Context: an optimization exercise on an open-source flow, tuned for small area. The choices shown serve that exercise and are no tape-out recipe.
For this run, only the layout was checked, not whether the RTL still works.

## design/flow/design.v

```verilog
`timescale 1ns/10ps
module rgb2ycrcb(clk, rst, r, g, b, y, cr, cb);
	input        clk;
	input        rst;
	input  [9:0] r, g, b;
	output reg [9:0] y, cr, cb;
	reg [31:0] pa;
	reg [40:0] pb;
	reg rst1, rst2;
	wire kill = rst | rst1 | rst2;
	wire x1;
	gxn ux1 (.a(r[0]), .b(g[0]), .y(x1));
	wire c2;
	assign c2 = (r[0] & ~g[0]);
	wire i3;
	assign i3 = ~g[1];
	wire s4;
	wire c5;
	fa us4 (.a(r[1]), .b(i3), .c(c2), .s(s4), .co(c5));
	wire i6;
	assign i6 = ~g[2];
	wire s7;
	wire c8;
	fa us7 (.a(r[2]), .b(i6), .c(c5), .s(s7), .co(c8));
	wire i9;
	assign i9 = ~g[3];
	wire s10;
	wire c11;
	fa us10 (.a(r[3]), .b(i9), .c(c8), .s(s10), .co(c11));
	wire i12;
	assign i12 = ~g[4];
	wire s13;
	wire c14;
	fa us13 (.a(r[4]), .b(i12), .c(c11), .s(s13), .co(c14));
	wire i15;
	assign i15 = ~g[5];
	wire s16;
	wire c17;
	fa us16 (.a(r[5]), .b(i15), .c(c14), .s(s16), .co(c17));
	wire i18;
	assign i18 = ~g[6];
	wire s19;
	wire c20;
	fa us19 (.a(r[6]), .b(i18), .c(c17), .s(s19), .co(c20));
	wire i21;
	assign i21 = ~g[7];
	wire s22;
	wire c23;
	fa us22 (.a(r[7]), .b(i21), .c(c20), .s(s22), .co(c23));
	wire i24;
	assign i24 = ~g[8];
	wire s25;
	wire c26;
	fa us25 (.a(r[8]), .b(i24), .c(c23), .s(s25), .co(c26));
	wire i27;
	assign i27 = ~g[9];
	wire s28;
	wire c29;
	fa us28 (.a(r[9]), .b(i27), .c(c26), .s(s28), .co(c29));
	wire x30;
	gxn ux30 (.a(b[0]), .b(g[0]), .y(x30));
	wire c31;
	assign c31 = (b[0] & ~g[0]);
	wire s32;
	wire c33;
	fa us32 (.a(b[1]), .b(i3), .c(c31), .s(s32), .co(c33));
	wire s34;
	wire c35;
	fa us34 (.a(b[2]), .b(i6), .c(c33), .s(s34), .co(c35));
	wire s36;
	wire c37;
	fa us36 (.a(b[3]), .b(i9), .c(c35), .s(s36), .co(c37));
	wire s38;
	wire c39;
	fa us38 (.a(b[4]), .b(i12), .c(c37), .s(s38), .co(c39));
	wire s40;
	wire c41;
	fa us40 (.a(b[5]), .b(i15), .c(c39), .s(s40), .co(c41));
	wire s42;
	wire c43;
	fa us42 (.a(b[6]), .b(i18), .c(c41), .s(s42), .co(c43));
	wire s44;
	wire c45;
	fa us44 (.a(b[7]), .b(i21), .c(c43), .s(s44), .co(c45));
	wire s46;
	wire c47;
	fa us46 (.a(b[8]), .b(i24), .c(c45), .s(s46), .co(c47));
	wire s48;
	wire c49;
	fa us48 (.a(b[9]), .b(i27), .c(c47), .s(s48), .co(c49));
	wire x50;
	gxn ux50 (.a(pa[1]), .b(pa[0]), .y(x50));
	wire c51;
	assign c51 = ~(~pa[1] | ~pa[0]);
	wire c52;
	assign c52 = ~(pa[10] & x50);
	wire x53;
	gx2 ux53 (.a(pa[11]), .b(pa[21]), .y(x53));
	wire c54;
	assign c54 = ~(pa[11] | pa[21]);
	wire s55;
	wire c56;
	fa us55 (.a(pa[2]), .b(c51), .c(x53), .s(s55), .co(c56));
	wire c57;
	assign c57 = (~c52 & ~s55);
	wire s58;
	wire c59;
	fa us58 (.a(pa[3]), .b(c54), .c(c56), .s(s58), .co(c59));
	wire s60;
	wire c61;
	fa us60 (.a(pa[12]), .b(pa[22]), .c(c57), .s(s60), .co(c61));
	wire c62;
	assign c62 = ~(~s58 & s60);
	wire s63;
	wire c64;
	fa us63 (.a(pa[4]), .b(pa[10]), .c(pa[21]), .s(s63), .co(c64));
	wire s65;
	wire c66;
	fa us65 (.a(pa[13]), .b(pa[23]), .c(c61), .s(s65), .co(c66));
	wire s67;
	wire c68;
	fa us67 (.a(s63), .b(c59), .c(c62), .s(s67), .co(c68));
	wire c69;
	assign c69 = (s65 & ~s67);
	wire s70;
	wire c71;
	fa us70 (.a(pa[5]), .b(pa[11]), .c(pa[22]), .s(s70), .co(c71));
	wire i72;
	assign i72 = ~c64;
	wire s73;
	wire c74;
	fa us73 (.a(pa[14]), .b(pa[24]), .c(i72), .s(s73), .co(c74));
	wire s75;
	wire c76;
	fa us75 (.a(s73), .b(c66), .c(c69), .s(s75), .co(c76));
	wire i77;
	assign i77 = ~s75;
	wire c78;
	assign c78 = (s70 & c68) | (s70 & i77) | (c68 & i77);
	wire x79;
	gx2 ux79 (.a(pa[6]), .b(pa[12]), .y(x79));
	wire c80;
	assign c80 = (~pa[6] | ~pa[12]);
	wire s81;
	wire c82;
	fa us81 (.a(pa[10]), .b(pa[15]), .c(pa[25]), .s(s81), .co(c82));
	wire s83;
	wire c84;
	fa us83 (.a(pa[23]), .b(x79), .c(c71), .s(s83), .co(c84));
	wire i85;
	assign i85 = ~s83;
	wire s86;
	wire c87;
	fa us86 (.a(s81), .b(c74), .c(i85), .s(s86), .co(c87));
	wire i88;
	assign i88 = ~c78;
	wire c89;
	assign c89 = (s86 & c76) | (s86 & i88) | (c76 & i88);
	wire x90;
	gx2 ux90 (.a(pa[7]), .b(pa[13]), .y(x90));
	wire c91;
	assign c91 = (~pa[7] | ~pa[13]);
	wire s92;
	wire c93;
	fa us92 (.a(pa[11]), .b(pa[16]), .c(pa[21]), .s(s92), .co(c93));
	wire s94;
	wire c95;
	fa us94 (.a(pa[26]), .b(c80), .c(c82), .s(s94), .co(c95));
	wire s96;
	wire c97;
	fa us96 (.a(pa[24]), .b(x90), .c(c84), .s(s96), .co(c97));
	wire s98;
	wire c99;
	fa us98 (.a(s92), .b(s94), .c(c87), .s(s98), .co(c99));
	wire i100;
	assign i100 = ~s96;
	wire c101;
	assign c101 = (i100 & s98) | (i100 & c89) | (s98 & c89);
	wire x102;
	gx2 ux102 (.a(pa[8]), .b(pa[14]), .y(x102));
	wire c103;
	assign c103 = (~pa[8] | ~pa[14]);
	wire s104;
	wire c105;
	fa us104 (.a(pa[10]), .b(pa[12]), .c(pa[17]), .s(s104), .co(c105));
	wire s106;
	wire c107;
	fa us106 (.a(pa[22]), .b(pa[27]), .c(c91), .s(s106), .co(c107));
	wire s108;
	wire c109;
	fa us108 (.a(c93), .b(s104), .c(s106), .s(s108), .co(c109));
	wire s110;
	wire c111;
	fa us110 (.a(pa[25]), .b(x102), .c(c97), .s(s110), .co(c111));
	wire s112;
	wire c113;
	fa us112 (.a(c95), .b(s108), .c(c99), .s(s112), .co(c113));
	wire i114;
	assign i114 = ~s110;
	wire c115;
	assign c115 = (i114 & s112) | (i114 & c101) | (s112 & c101);
	wire s116;
	wire c117;
	fa us116 (.a(pa[11]), .b(pa[13]), .c(pa[18]), .s(s116), .co(c117));
	wire s118;
	wire c119;
	fa us118 (.a(pa[9]), .b(pa[15]), .c(pa[26]), .s(s118), .co(c119));
	wire s120;
	wire c121;
	fa us120 (.a(pa[23]), .b(pa[28]), .c(c103), .s(s120), .co(c121));
	wire s122;
	wire c123;
	fa us122 (.a(c105), .b(s116), .c(c107), .s(s122), .co(c123));
	wire s124;
	wire c125;
	fa us124 (.a(s120), .b(c109), .c(s122), .s(s124), .co(c125));
	wire i126;
	assign i126 = ~s124;
	wire s127;
	wire c128;
	fa us127 (.a(s118), .b(i126), .c(c111), .s(s127), .co(c128));
	wire i129;
	assign i129 = ~s127;
	wire c130;
	assign c130 = (i129 & c113) | (i129 & c115) | (c113 & c115);
	wire x131;
	gx2 ux131 (.a(pa[0]), .b(pa[12]), .y(x131));
	wire c132;
	assign c132 = ~(pa[0] | pa[12]);
	wire s133;
	wire c134;
	fa us133 (.a(pa[14]), .b(pa[19]), .c(pa[24]), .s(s133), .co(c134));
	wire s135;
	wire c136;
	fa us135 (.a(pa[16]), .b(pa[27]), .c(x131), .s(s135), .co(c136));
	wire s137;
	wire c138;
	fa us137 (.a(pa[29]), .b(c117), .c(s133), .s(s137), .co(c138));
	wire s139;
	wire c140;
	fa us139 (.a(c121), .b(c123), .c(s137), .s(s139), .co(c140));
	wire s141;
	wire c142;
	fa us141 (.a(c119), .b(s135), .c(c128), .s(s141), .co(c142));
	wire i143;
	assign i143 = ~s141;
	wire s144;
	wire c145;
	fa us144 (.a(c125), .b(s139), .c(i143), .s(s144), .co(c145));
	wire x146;
	gxn ux146 (.a(s144), .b(c130), .y(x146));
	wire c147;
	assign c147 = ~(s144 & c130);
	wire s148;
	wire c149;
	fa us148 (.a(pa[1]), .b(pa[13]), .c(pa[15]), .s(s148), .co(c149));
	wire s150;
	wire c151;
	fa us150 (.a(pa[20]), .b(pa[25]), .c(pa[30]), .s(s150), .co(c151));
	wire s152;
	wire c153;
	fa us152 (.a(pa[17]), .b(pa[28]), .c(c132), .s(s152), .co(c153));
	wire s154;
	wire c155;
	fa us154 (.a(c134), .b(s148), .c(s150), .s(s154), .co(c155));
	wire s156;
	wire c157;
	fa us156 (.a(c138), .b(s154), .c(c140), .s(s156), .co(c157));
	wire s158;
	wire c159;
	fa us158 (.a(s152), .b(c136), .c(c142), .s(s158), .co(c159));
	wire i160;
	assign i160 = ~s158;
	wire s161;
	wire c162;
	fa us161 (.a(s156), .b(i160), .c(c145), .s(s161), .co(c162));
	wire x163;
	gx2 ux163 (.a(s161), .b(c147), .y(x163));
	wire c164;
	assign c164 = (s161 & ~c147);
	wire i165;
	assign i165 = ~c153;
	wire s166;
	wire c167;
	fa us166 (.a(c149), .b(c151), .c(i165), .s(s166), .co(c167));
	wire s168;
	wire c169;
	fa us168 (.a(c155), .b(s166), .c(c157), .s(s168), .co(c169));
	wire i170;
	assign i170 = ~c159;
	wire s171;
	wire c172;
	fa us171 (.a(s168), .b(i170), .c(c162), .s(s171), .co(c172));
	wire s173;
	wire c174;
	fa us173 (.a(c167), .b(c169), .c(c172), .s(s173), .co(c174));
	wire s175;
	wire c176;
	fa us175 (.a(pb[0]), .b(pb[1]), .c(pb[2]), .s(s175), .co(c176));
	wire s177;
	wire c178;
	fa us177 (.a(pb[4]), .b(pb[6]), .c(pb[7]), .s(s177), .co(c178));
	wire s179;
	wire c180;
	fa us179 (.a(pb[8]), .b(s175), .c(s177), .s(s179), .co(c180));
	wire i181;
	assign i181 = ~s179;
	wire s182;
	wire c183;
	fa us182 (.a(pb[3]), .b(pb[5]), .c(i181), .s(s182), .co(c183));
	wire x184;
	gx2 ux184 (.a(pb[9]), .b(pb[10]), .y(x184));
	wire c185;
	assign c185 = ~(pb[9] | pb[10]);
	wire s186;
	wire c187;
	fa us186 (.a(pb[11]), .b(pb[13]), .c(pb[15]), .s(s186), .co(c187));
	wire s188;
	wire c189;
	fa us188 (.a(pb[12]), .b(pb[14]), .c(x184), .s(s188), .co(c189));
	wire s190;
	wire c191;
	fa us190 (.a(c176), .b(c178), .c(s186), .s(s190), .co(c191));
	wire i192;
	assign i192 = ~s188;
	wire s193;
	wire c194;
	fa us193 (.a(i192), .b(c180), .c(s190), .s(s193), .co(c194));
	wire x195;
	gx2 ux195 (.a(c183), .b(s193), .y(x195));
	wire c196;
	assign c196 = (~c183 & s193);
	wire x197;
	gx2 ux197 (.a(pb[16]), .b(pb[2]), .y(x197));
	wire c198;
	assign c198 = ~(pb[16] | pb[2]);
	wire s199;
	wire c200;
	fa us199 (.a(pb[3]), .b(pb[18]), .c(pb[19]), .s(s199), .co(c200));
	wire s201;
	wire c202;
	fa us201 (.a(pb[17]), .b(pb[6]), .c(c185), .s(s201), .co(c202));
	wire s203;
	wire c204;
	fa us203 (.a(x197), .b(s201), .c(c189), .s(s203), .co(c204));
	wire s205;
	wire c206;
	fa us205 (.a(c187), .b(s199), .c(c191), .s(s205), .co(c206));
	wire s207;
	wire c208;
	fa us207 (.a(c194), .b(s205), .c(c196), .s(s207), .co(c208));
	wire x209;
	gx2 ux209 (.a(s203), .b(s207), .y(x209));
	wire c210;
	assign c210 = (~s203 & s207);
	wire s211;
	wire c212;
	fa us211 (.a(pb[20]), .b(pb[11]), .c(pb[12]), .s(s211), .co(c212));
	wire s213;
	wire c214;
	fa us213 (.a(pb[5]), .b(c200), .c(s211), .s(s213), .co(c214));
	wire s215;
	wire c216;
	fa us215 (.a(c198), .b(c202), .c(c204), .s(s215), .co(c216));
	wire s217;
	wire c218;
	fa us217 (.a(s213), .b(c206), .c(c208), .s(s217), .co(c218));
	wire i219;
	assign i219 = ~s215;
	wire s220;
	wire c221;
	fa us220 (.a(i219), .b(c210), .c(s217), .s(s220), .co(c221));
	wire s222;
	wire c223;
	fa us222 (.a(pb[21]), .b(pb[3]), .c(pb[17]), .s(s222), .co(c223));
	wire s224;
	wire c225;
	fa us224 (.a(pb[14]), .b(c212), .c(s222), .s(s224), .co(c225));
	wire s226;
	wire c227;
	fa us226 (.a(c214), .b(s224), .c(c218), .s(s226), .co(c227));
	wire i228;
	assign i228 = ~c216;
	wire s229;
	wire c230;
	fa us229 (.a(i228), .b(c221), .c(s226), .s(s229), .co(c230));
	wire s231;
	wire c232;
	fa us231 (.a(pb[22]), .b(pb[12]), .c(pb[6]), .s(s231), .co(c232));
	wire s233;
	wire c234;
	fa us233 (.a(c223), .b(s231), .c(c225), .s(s233), .co(c234));
	wire s235;
	wire c236;
	fa us235 (.a(s233), .b(c227), .c(c230), .s(s235), .co(c236));
	wire s237;
	wire c238;
	fa us237 (.a(pb[23]), .b(pb[17]), .c(c232), .s(s237), .co(c238));
	wire s239;
	wire c240;
	fa us239 (.a(s237), .b(c234), .c(c236), .s(s239), .co(c240));
	wire x241;
	gx2 ux241 (.a(pb[24]), .b(c238), .y(x241));
	wire x242;
	gx2 ux242 (.a(x241), .b(c240), .y(x242));
	wire c243;
	assign c243 = ~(~pa[21] & ~pa[22]);
	wire c244;
	assign c244 = (pa[22] & pa[23]) | (pa[22] & c243) | (pa[23] & c243);
	wire c245;
	assign c245 = (pa[23] & pa[24]) | (pa[23] & c244) | (pa[24] & c244);
	wire s246;
	wire c247;
	fa us246 (.a(pa[21]), .b(pa[24]), .c(pa[25]), .s(s246), .co(c247));
	wire c248;
	assign c248 = ~(~s246 & ~c245);
	wire s249;
	wire c250;
	fa us249 (.a(pa[22]), .b(pa[25]), .c(pa[26]), .s(s249), .co(c250));
	wire c251;
	assign c251 = (c247 & s249) | (c247 & c248) | (s249 & c248);
	wire s252;
	wire c253;
	fa us252 (.a(pa[21]), .b(pa[23]), .c(pa[26]), .s(s252), .co(c253));
	wire s254;
	wire c255;
	fa us254 (.a(pa[27]), .b(c250), .c(s252), .s(s254), .co(c255));
	wire c256;
	assign c256 = ~(~s254 & ~c251);
	wire s257;
	wire c258;
	fa us257 (.a(pa[22]), .b(pa[24]), .c(pa[27]), .s(s257), .co(c258));
	wire s259;
	wire c260;
	fa us259 (.a(pa[28]), .b(c253), .c(s257), .s(s259), .co(c260));
	wire c261;
	assign c261 = (c255 & s259) | (c255 & c256) | (s259 & c256);
	wire s262;
	wire c263;
	fa us262 (.a(pa[23]), .b(pa[25]), .c(pa[28]), .s(s262), .co(c263));
	wire s264;
	wire c265;
	fa us264 (.a(pa[29]), .b(c258), .c(s262), .s(s264), .co(c265));
	wire c266;
	assign c266 = (c260 & s264) | (c260 & c261) | (s264 & c261);
	wire x267;
	gx2 ux267 (.a(pa[24]), .b(pa[26]), .y(x267));
	wire c268;
	assign c268 = (~pa[24] | ~pa[26]);
	wire s269;
	wire c270;
	fa us269 (.a(pa[29]), .b(pa[30]), .c(x267), .s(s269), .co(c270));
	wire s271;
	wire c272;
	fa us271 (.a(c263), .b(s269), .c(c265), .s(s271), .co(c272));
	wire i273;
	assign i273 = ~pa[10];
	wire c274;
	assign c274 = (i273 & s271) | (i273 & c266) | (s271 & c266);
	wire x275;
	gx2 ux275 (.a(pa[25]), .b(pa[27]), .y(x275));
	wire c276;
	assign c276 = (~pa[25] | ~pa[27]);
	wire s277;
	wire c278;
	fa us277 (.a(pa[30]), .b(pa[31]), .c(x275), .s(s277), .co(c278));
	wire s279;
	wire c280;
	fa us279 (.a(c270), .b(s277), .c(c272), .s(s279), .co(c280));
	wire i281;
	assign i281 = ~s279;
	wire s282;
	wire c283;
	fa us282 (.a(pa[11]), .b(c268), .c(i281), .s(s282), .co(c283));
	wire x284;
	gx2 ux284 (.a(s282), .b(c274), .y(x284));
	wire c285;
	assign c285 = (s282 & ~c274);
	wire s286;
	wire c287;
	fa us286 (.a(pa[26]), .b(pa[28]), .c(pa[31]), .s(s286), .co(c287));
	wire s288;
	wire c289;
	fa us288 (.a(s286), .b(c278), .c(c280), .s(s288), .co(c289));
	wire s290;
	wire c291;
	fa us290 (.a(pa[12]), .b(c276), .c(c283), .s(s290), .co(c291));
	wire i292;
	assign i292 = ~s288;
	wire s293;
	wire c294;
	fa us293 (.a(i292), .b(c285), .c(s290), .s(s293), .co(c294));
	wire i295;
	assign i295 = ~c291;
	wire s296;
	wire c297;
	fa us296 (.a(c287), .b(c289), .c(i295), .s(s296), .co(c297));
	wire x298;
	gx2 ux298 (.a(pb[27]), .b(pb[28]), .y(x298));
	wire c299;
	assign c299 = ~(pb[27] | pb[28]);
	wire s300;
	wire c301;
	fa us300 (.a(pb[13]), .b(pb[5]), .c(pb[29]), .s(s300), .co(c301));
	wire x302;
	gxn ux302 (.a(x298), .b(s300), .y(x302));
	wire c303;
	assign c303 = (~x298 & ~s300);
	wire x304;
	gx2 ux304 (.a(pb[18]), .b(pb[14]), .y(x304));
	wire c305;
	assign c305 = (~pb[18] | ~pb[14]);
	wire s306;
	wire c307;
	fa us306 (.a(pb[30]), .b(c299), .c(x304), .s(s306), .co(c307));
	wire i308;
	assign i308 = ~c301;
	wire s309;
	wire c310;
	fa us309 (.a(pb[1]), .b(i308), .c(c303), .s(s309), .co(c310));
	wire x311;
	gx2 ux311 (.a(s306), .b(s309), .y(x311));
	wire c312;
	assign c312 = (~s306 & s309);
	wire s313;
	wire c314;
	fa us313 (.a(pb[5]), .b(pb[6]), .c(c307), .s(s313), .co(c314));
	wire s315;
	wire c316;
	fa us315 (.a(pb[10]), .b(c305), .c(c310), .s(s315), .co(c316));
	wire i317;
	assign i317 = ~s313;
	wire s318;
	wire c319;
	fa us318 (.a(i317), .b(c312), .c(s315), .s(s318), .co(c319));
	wire x320;
	gxn ux320 (.a(pb[14]), .b(c314), .y(x320));
	wire c321;
	assign c321 = (~pb[14] | ~c314);
	wire s322;
	wire c323;
	fa us322 (.a(pb[2]), .b(c316), .c(c319), .s(s322), .co(c323));
	wire x324;
	gxn ux324 (.a(x320), .b(s322), .y(x324));
	wire c325;
	assign c325 = ~(x320 & s322);
	wire s326;
	wire c327;
	fa us326 (.a(pb[11]), .b(c321), .c(c323), .s(s326), .co(c327));
	wire i328;
	assign i328 = ~s326;
	wire s329;
	wire c330;
	fa us329 (.a(pb[6]), .b(c325), .c(i328), .s(s329), .co(c330));
	wire x331;
	gx2 ux331 (.a(pb[3]), .b(c327), .y(x331));
	wire c332;
	assign c332 = ~(pb[3] | c327);
	wire x333;
	gxn ux333 (.a(x331), .b(c330), .y(x333));
	wire c334;
	assign c334 = (~x331 & ~c330);
	wire x335;
	gx2 ux335 (.a(pb[12]), .b(c334), .y(x335));
	wire c336;
	assign c336 = ~(pb[12] | c334);
	wire x337;
	gxn ux337 (.a(c332), .b(x335), .y(x337));
	wire c338;
	assign c338 = (~c332 & ~x335);
	wire x339;
	gx2 ux339 (.a(pb[17]), .b(c336), .y(x339));
	wire x340;
	gxn ux340 (.a(x339), .b(c338), .y(x340));
	wire x341;
	gx2 ux341 (.a(pa[10]), .b(pa[11]), .y(x341));
	wire c342;
	assign c342 = ~(pa[10] | pa[11]);
	wire c343;
	assign c343 = (pa[10] & ~x341);
	wire s344;
	wire c345;
	fa us344 (.a(pa[11]), .b(pa[12]), .c(c343), .s(s344), .co(c345));
	wire c346;
	assign c346 = (~c342 & s344);
	wire s347;
	wire c348;
	fa us347 (.a(pa[12]), .b(pa[13]), .c(c345), .s(s347), .co(c348));
	wire c349;
	assign c349 = ~(c346 & s347);
	wire x350;
	gxn ux350 (.a(pa[10]), .b(pa[13]), .y(x350));
	wire c351;
	assign c351 = ~(pa[10] | pa[13]);
	wire s352;
	wire c353;
	fa us352 (.a(pa[14]), .b(x350), .c(c348), .s(s352), .co(c353));
	wire c354;
	assign c354 = (~c349 & s352);
	wire s355;
	wire c356;
	fa us355 (.a(pa[11]), .b(pa[14]), .c(pa[15]), .s(s355), .co(c356));
	wire s357;
	wire c358;
	fa us357 (.a(s355), .b(c353), .c(c354), .s(s357), .co(c358));
	wire c359;
	assign c359 = (~c351 & s357);
	wire x360;
	gx2 ux360 (.a(pa[10]), .b(pa[12]), .y(x360));
	wire c361;
	assign c361 = ~(pa[10] | pa[12]);
	wire s362;
	wire c363;
	fa us362 (.a(pa[15]), .b(pa[16]), .c(c356), .s(s362), .co(c363));
	wire s364;
	wire c365;
	fa us364 (.a(s362), .b(c358), .c(c359), .s(s364), .co(c365));
	wire c366;
	assign c366 = (~x360 & s364);
	wire s367;
	wire c368;
	fa us367 (.a(pa[11]), .b(pa[13]), .c(pa[16]), .s(s367), .co(c368));
	wire s369;
	wire c370;
	fa us369 (.a(pa[17]), .b(s367), .c(c363), .s(s369), .co(c370));
	wire s371;
	wire c372;
	fa us371 (.a(s369), .b(c365), .c(c366), .s(s371), .co(c372));
	wire c373;
	assign c373 = (~c361 & s371);
	wire s374;
	wire c375;
	fa us374 (.a(pa[12]), .b(pa[14]), .c(pa[17]), .s(s374), .co(c375));
	wire s376;
	wire c377;
	fa us376 (.a(pa[18]), .b(c368), .c(s374), .s(s376), .co(c377));
	wire s378;
	wire c379;
	fa us378 (.a(i273), .b(s376), .c(c370), .s(s378), .co(c379));
	wire c380;
	assign c380 = (s378 & c372) | (s378 & c373) | (c372 & c373);
	wire x381;
	gxn ux381 (.a(pa[21]), .b(pa[13]), .y(x381));
	wire c382;
	assign c382 = ~(pa[21] | pa[13]);
	wire s383;
	wire c384;
	fa us383 (.a(pa[15]), .b(pa[18]), .c(pa[19]), .s(s383), .co(c384));
	wire s385;
	wire c386;
	fa us385 (.a(c375), .b(s383), .c(c377), .s(s385), .co(c386));
	wire i387;
	assign i387 = ~pa[11];
	wire s388;
	wire c389;
	fa us388 (.a(i387), .b(x381), .c(s385), .s(s388), .co(c389));
	wire c390;
	assign c390 = (c379 & s388) | (c379 & c380) | (s388 & c380);
	wire x391;
	gx2 ux391 (.a(pa[22]), .b(pa[14]), .y(x391));
	wire c392;
	assign c392 = ~(pa[22] | pa[14]);
	wire s393;
	wire c394;
	fa us393 (.a(pa[16]), .b(pa[19]), .c(pa[20]), .s(s393), .co(c394));
	wire s395;
	wire c396;
	fa us395 (.a(pa[12]), .b(c382), .c(x391), .s(s395), .co(c396));
	wire s397;
	wire c398;
	fa us397 (.a(c384), .b(s393), .c(c386), .s(s397), .co(c398));
	wire i399;
	assign i399 = ~s395;
	wire s400;
	wire c401;
	fa us400 (.a(i399), .b(s397), .c(c389), .s(s400), .co(c401));
	wire s402;
	wire c403;
	ha us402 (.a(s400), .b(c390), .s(s402), .co(c403));
	wire s404;
	wire c405;
	fa us404 (.a(pa[23]), .b(pa[15]), .c(pa[17]), .s(s404), .co(c405));
	wire s406;
	wire c407;
	fa us406 (.a(pa[20]), .b(c394), .c(s404), .s(s406), .co(c407));
	wire s408;
	wire c409;
	fa us408 (.a(pa[13]), .b(c392), .c(c396), .s(s408), .co(c409));
	wire i410;
	assign i410 = ~s408;
	wire s411;
	wire c412;
	fa us411 (.a(s406), .b(i410), .c(c398), .s(s411), .co(c412));
	wire s413;
	wire c414;
	fa us413 (.a(s411), .b(c401), .c(c403), .s(s413), .co(c414));
	wire x415;
	gx2 ux415 (.a(pa[24]), .b(pa[16]), .y(x415));
	wire c416;
	assign c416 = ~(pa[24] | pa[16]);
	wire s417;
	wire c418;
	fa us417 (.a(pa[18]), .b(c405), .c(c407), .s(s417), .co(c418));
	wire s419;
	wire c420;
	fa us419 (.a(pa[14]), .b(x415), .c(c409), .s(s419), .co(c420));
	wire i421;
	assign i421 = ~s419;
	wire s422;
	wire c423;
	fa us422 (.a(s417), .b(i421), .c(c412), .s(s422), .co(c423));
	wire x424;
	gxn ux424 (.a(s422), .b(c414), .y(x424));
	wire c425;
	assign c425 = ~(s422 & c414);
	wire i426;
	assign i426 = ~c418;
	wire s427;
	wire c428;
	fa us427 (.a(c416), .b(i426), .c(c420), .s(s427), .co(c428));
	wire x429;
	gxn ux429 (.a(pb[33]), .b(pb[11]), .y(x429));
	wire c430;
	assign c430 = ~(pb[33] | pb[11]);
	wire s431;
	wire c432;
	fa us431 (.a(pb[10]), .b(pb[35]), .c(pb[36]), .s(s431), .co(c432));
	wire s433;
	wire c434;
	fa us433 (.a(pb[12]), .b(pb[34]), .c(x429), .s(s433), .co(c434));
	wire x435;
	gx2 ux435 (.a(s431), .b(s433), .y(x435));
	wire c436;
	assign c436 = (~s431 & s433);
	wire s437;
	wire c438;
	fa us437 (.a(pb[4]), .b(pb[3]), .c(pb[17]), .s(s437), .co(c438));
	wire s439;
	wire c440;
	fa us439 (.a(pb[2]), .b(pb[37]), .c(c430), .s(s439), .co(c440));
	wire s441;
	wire c442;
	fa us441 (.a(s437), .b(c434), .c(c436), .s(s441), .co(c442));
	wire i443;
	assign i443 = ~s441;
	wire s444;
	wire c445;
	fa us444 (.a(c432), .b(s439), .c(i443), .s(s444), .co(c445));
	wire x446;
	gx2 ux446 (.a(pb[13]), .b(pb[12]), .y(x446));
	wire c447;
	assign c447 = ~(pb[13] | pb[12]);
	wire s448;
	wire c449;
	fa us448 (.a(pb[11]), .b(x446), .c(c440), .s(s448), .co(c449));
	wire i450;
	assign i450 = ~s448;
	wire s451;
	wire c452;
	fa us451 (.a(c438), .b(i450), .c(c442), .s(s451), .co(c452));
	wire x453;
	gx2 ux453 (.a(s451), .b(c445), .y(x453));
	wire c454;
	assign c454 = (s451 & ~c445);
	wire s455;
	wire c456;
	fa us455 (.a(pb[3]), .b(c447), .c(c449), .s(s455), .co(c456));
	wire s457;
	wire c458;
	fa us457 (.a(pb[18]), .b(pb[17]), .c(c452), .s(s457), .co(c458));
	wire i459;
	assign i459 = ~s455;
	wire s460;
	wire c461;
	fa us460 (.a(i459), .b(c454), .c(s457), .s(s460), .co(c461));
	wire x462;
	gxn ux462 (.a(pb[12]), .b(c456), .y(x462));
	wire c463;
	assign c463 = (~pb[12] | ~c456);
	wire s464;
	wire c465;
	fa us464 (.a(pb[5]), .b(c458), .c(c461), .s(s464), .co(c465));
	wire s466;
	wire c467;
	ha us466 (.a(x462), .b(s464), .s(s466), .co(c467));
	wire s468;
	wire c469;
	fa us468 (.a(pb[14]), .b(c463), .c(c465), .s(s468), .co(c469));
	wire i470;
	assign i470 = ~pb[17];
	wire s471;
	wire c472;
	fa us471 (.a(i470), .b(c467), .c(s468), .s(s471), .co(c472));
	wire x473;
	gx2 ux473 (.a(pb[6]), .b(c469), .y(x473));
	wire x474;
	gx2 ux474 (.a(x473), .b(c472), .y(x474));
	wire [9:0] yn = {~x242, s239, s235, s229, s220, ~x209, ~x195, ~s182, ~pb[26], ~pb[25]};
	wire [9:0] crn = {x340, ~x337, ~x333, ~s329, ~x324, s318, ~x311, ~x302, pb[32], ~pb[31]};
	wire [9:0] cbn = {x474, s471, s466, s460, ~x453, ~s444, ~x435, ~pb[40], pb[39], pb[38]};
	always @(posedge clk) begin
		rst1 <= rst;
		rst2 <= rst1;
		pa <= {c49, s48, s46, s44, s42, s40, s38, s36, s34, s32, x30, c29, s28, s25, s22, s19, s16, s13, s10, s7, s4, x1, g[9], g[8], g[7], g[6], g[5], g[4], g[3], g[2], g[1], g[0]};
		pb <= {x424, s413, s402, c428, s427, c425, c423, pa[25], s293, x284, c297, s296, c294, pa[13], x163, x146, pa[9], pa[8], pa[7], pa[6], pa[5], c174, pa[28], pa[20], pa[4], s173, pa[30], pa[27], pa[19], pa[17], pa[15], pa[3], s171, c164, pa[31], pa[29], pa[26], pa[18], pa[16], pa[14], pa[2]};
		y  <= yn & {10{~kill}};
		cr <= {1'b0, crn[8:0] & {9{~(kill | crn[9])}}};
		cb <= {1'b0, cbn[8:0] & {9{~(kill | cbn[9])}}};
	end
endmodule
module fa(a, b, c, s, co);
	input a, b, c;
	output s, co;
	assign s = a ^ b ^ c;
	assign co = (a & b) | (a & c) | (b & c);
endmodule
module ha(a, b, s, co);
	input a, b;
	output s, co;
	assign s = a ^ b;
	assign co = a & b;
endmodule
module gx2(a, b, y);
	input a, b;
	output y;
	assign y = a ^ b;
endmodule
module gxn(a, b, y);
	input a, b;
	output y;
	assign y = ~(a ^ b);
endmodule
```

## design/flow/flow/run.sh

```bash
#!/bin/bash
# Standard ORFS layout with two changes: small port buffers, and a clock tree of small
# buffers without dummy loads.
set -euo pipefail
bash standard.sh \
  "BUFFER_PORTS_ARGS=-buffer_cell sky130_fd_sc_hd__buf_1" \
  "CTS_ARGS=-sink_clustering_enable -repair_clock_nets -buf_list sky130_fd_sc_hd__clkbuf_8 -dont_use_dummy_load" \
  finish > make_finish.log 2>&1
```

## design/flow/standard.sh

```bash
#!/bin/bash
# synth_recipe.tcl (not shown) runs the flow's synth.tcl, then flattens the netlist and writes it again
# the make line also repeats each setting of config.mk as NAME=value (left out here)
make -C /OpenROAD-flow-scripts/flow DESIGN_CONFIG=/design/flow/config.mk WORK_HOME=/design/flow/orfs CLKGATE_MAP_FILE= SYNTH_SCRIPT=/design/flow/synth_recipe.tcl "${@:-finish}"
```

## design/flow/config.mk

```make
export PLATFORM = sky130hd
export DESIGN_NAME = rgb2ycrcb
export DESIGN_NICKNAME = rgb2ycrcb
export VERILOG_FILES = /design/flow/design.v
export SDC_FILE = /design/flow/constraint.sdc
export NUM_CORES = 4
export LEC_CHECK = 0
export CAP_MARGIN = 20
export CORE_MARGIN = 2
export CORE_UTILIZATION = 70
export SLEW_MARGIN = 20
export SYNTH_HIERARCHICAL = 1
export SYNTH_MINIMUM_KEEP_SIZE = 0
```

## design/flow/constraint.sdc

```tcl
create_clock -name core_clock -period 6.0 [get_ports {clk}]
set_input_delay 1.2000 -clock core_clock [delete_from_list [all_inputs] [get_ports {clk}]]
set_output_delay 1.2000 -clock core_clock [all_outputs]
set_load 0.01 [all_outputs]
```

==> impl_metrics.env <==
export IMPL_status="no timing/DRC/antenna violations"
export IMPL_die_area_um2=9920
export IMPL_n_antenna_cell=0
export IMPL_synth_seq_cells=103
export IMPL_cts_sinks=103
export IMPL_worst_path_max_fanout=10
export IMPL_worst_slew_pin_slew_ps=748
export IMPL_worstSetupEndpointType="register"
export IMPL_place_area_um2=6780
export IMPL_cts_tree="built"
export IMPL_cts_setup_buffers=0
export IMPL_worst_path_most_repeated_cell="fa_1"
export IMPL_ctsHoldBuffers=0
export IMPL_slowest_delay_ps=630
export IMPL_cts_resized=0
export IMPL_cts_root_buf="clkbuf_8"
export IMPL_synth_cell_type_count=34
export IMPL_grt_overflow=0
export IMPL_clock_latency_ps=370
export IMPL_fin_crit_sh=0.928
export IMPL_finalClockSkew_ps=31.8
export IMPL_floorplan_initialDensity=0.727
export IMPL_hold_viol_final=0
export IMPL_row_count=34
export IMPL_die_w_um=99.6
export IMPL_netlist_area_um2=6400
export IMPL_rsz0062_at_grt="false"
export IMPL_final_cell_mix="159 x fa_1, 103 x dfxtp_1, 59 x buf_1"
export IMPL_clock_fmax_mhz=180
export IMPL_drv_cap=0
export IMPL_synthToLayoutAreaGrowth_pct=7.90
export IMPL_port_buffers=59
export IMPL_fin_hold_ws_ps=389
export IMPL_drtAntennaViolNets=0
export IMPL_core_area_um2=8810
export IMPL_chipHeight_um=99.6
export IMPL_period_needed_ps=5570
export IMPL_arrival_ps=5840
export IMPL_postSynthCellCount=460
export IMPL_io_pins=62
export IMPL_hpwl_um=9600
export IMPL_synth_top_area_frac=0.497
export IMPL_htreeDepth=3
export IMPL_drc=0
export IMPL_hold_path_class="register to register"
export IMPL_final_nets=726
export IMPL_gp_congestion=0.909
export IMPL_wl_um=11400
export IMPL_final_common_cell="fa_1"
export IMPL_numCtsBuffers=9
export IMPL_fillers=553
export IMPL_grt_util_all_layers=0.264
export IMPL_slowest_stage="dfxtp_1"
export IMPL_vias=3458
export IMPL_final_setup_tns_ps=0
export IMPL_drtPass1Iterations=4
export IMPL_drtIter0Drc=99
export IMPL_grt_pass1_vias=3934
export IMPL_syn_avg_cell_area_um2=13.9
export IMPL_seq_area_um2=2060
export IMPL_path_cells="xor2_1, nor2_1, fa_1, fa_1, fa_1, nand3_1, a21oi_1, fa_1, o21a_1, fa_1, nor2b_1, fa_1, o21a_1, maj3_2, maj3_2, ha_1, fa_1, xnor2_1"
export IMPL_drive_gt1_frac=0.0358
export IMPL_synth_top_cells_by_area="fa_1 50%, dfxtp_1 32%, xor2_1 4.1%, inv_1 2.3%, nor2_1 2.2%"
export IMPL_clk_pin_slew_ps=100
export IMPL_cp_startpoint="pa[10]"
export IMPL_worst_setup_path_type="register to register"
export IMPL_finalSetupViolCount=0
export IMPL_grt_max_degree=20
export IMPL_grt_pass1_wl_um=19200
export IMPL_final_max_slew_violation_count=0
export IMPL_synth_warnings=7
export IMPL_start_kind="register"
export IMPL_antenna_found_initial=0
export IMPL_slew_headroom=0.501
export IMPL_yosysTopAreaCell="fa_1"
export IMPL_wl_per_cell_um=17.8
export IMPL_via_per_inst=5.41
export IMPL_ys_seq_area_frac=0.322
export IMPL_r2r_start="pa[10]"
export IMPL_cp_required_ps=6270
export IMPL_cts_max_path_buffers=2
export IMPL_multiInputGateArea_um2=4170
export IMPL_hold_path_startpoint="pb[25]"
export IMPL_finalInstanceArea_um2=6910
==> per-layer routing <==
layer | share of wire | GRT usage
met5 | 0 | 0
met4 | 0.026 | 0.101
met3 | 0.047 | 0.0394
met2 | 0.52 | 0.460
met1 | 0.41 | 0.339
==> metrics by stage <==
stage               cells   util  setup slack [ps]
floorplan             461      -               558
global placement      630  0.770               553
detailed placement    630  0.770               406
CTS                   639  0.784               426
global route          639  0.784               153
finish                639  0.784               434
==> synth_stat cells, drive strengths merged <==
library cell and count:
clkbuf 1, dfxtp 103, or3 1, nand2 17, o21bai 1, a221oi 1, xnor2 15, and3 2
o21ai 3, o221ai 2, a2bb2oi 1, nor3 1, ha 2, nor2 38, conb 1, xor2 30
nand2b 4, o21a 2, a21boi 2, inv 40, o31ai 1, nor2b 9, nand3 1, fa 159
buf 3, o32ai 1, a22o 1, maj3 3, a21oi 3, a22oi 2, and2 10
==> cells by family (layout without fill, tap and decap cells) <==
logic type / after synthesis / in the layout / share of synthesized area
simple gates: 83 / 83 / 0.0596
other cells: 1 / 2 / 0.000586
compound gates: 20 / 20 / 0.0223
buf+inv: 44 / 114 / 0.0272
xor+xnor: 45 / 45 / 0.0616
flops: 103 / 103 / 0.322
fa+ha+maj: 164 / 164 / 0.507
==> flip-flops by register name, summed over array words and instances (netlist names) <==
signal	cells
rst2	1
y	10
pa	32
cr	9
rst1	1
pb	41
cb	9
==> modules after synthesis, one instance, submodules excluded <==
module	cells inside	cell area (um2)	flops+latches
rgb2ycrcb	254	2800	103
fa	1	20.0	0
ha	1	12.5	0
gx2	1	8.76	0
gxn	1	8.76	0
==> worst max-delay path: cells and delay by family (launching register included) <==
kind	cells	cell delay, ps
fa+ha+maj	10	3810
flops	1	630
compound gates	3	400
xor+xnor	2	330
simple gates	3	290
==> path summary, 6_finish.rpt <==
path | endpoint | slack (ps) | cells past startpoint
worst max-delay path | pb[40] | 430 | 18
worst min-delay path | y[0] | 390 | 1
worst min register to register | y[0] | 390 | 1
worst max register to register | pb[40] | 430 | 18
==> final cells by class <==
class | count | area share
Timing Repair Buffer | 65 | 0.0386
Clock buffer | 9 | 0.0179
Inverter | 40 | 0.0217
Multi-Input combinational cell | 314 | 0.604
Sequential cell | 103 | 0.299
Tap cell | 108 | 0.0196

-- what the ideal ports hide --
The flow's constraints put no driver on any port. The routed layout listed below was extracted and timed again, unchanged, in two steps. Step 1 (the two cells are an assumption about what drives the block):
set clk [get_ports {clk}]
set_driving_cell -lib_cell sky130_fd_sc_hd__clkbuf_16 $clk
set_driving_cell -lib_cell sky130_fd_sc_hd__buf_2 [delete_from_list [all_inputs] $clk]
Step 2 moves the port delays by t, midway between the first and last clock arrival at a register: inputs arrive t later, outputs are due t later. That takes back most of the time a late clock gives input paths. a / b / c = ideal / step 1 / step 2; a / b = the first two.
t, ns: 0.391
slack for setup (ns): 0.434 / 0.434 / 0.434
worst setup path after step 2: register to register
worst register clock-pin slew, ns: 0.10 / 0.10
cell pins on the clock port's net: 1
After both steps this run still meets setup and hold. For this run, drivers alone change the setup slack by 0.000 ns; drivers and shift together by 0.000 ns.
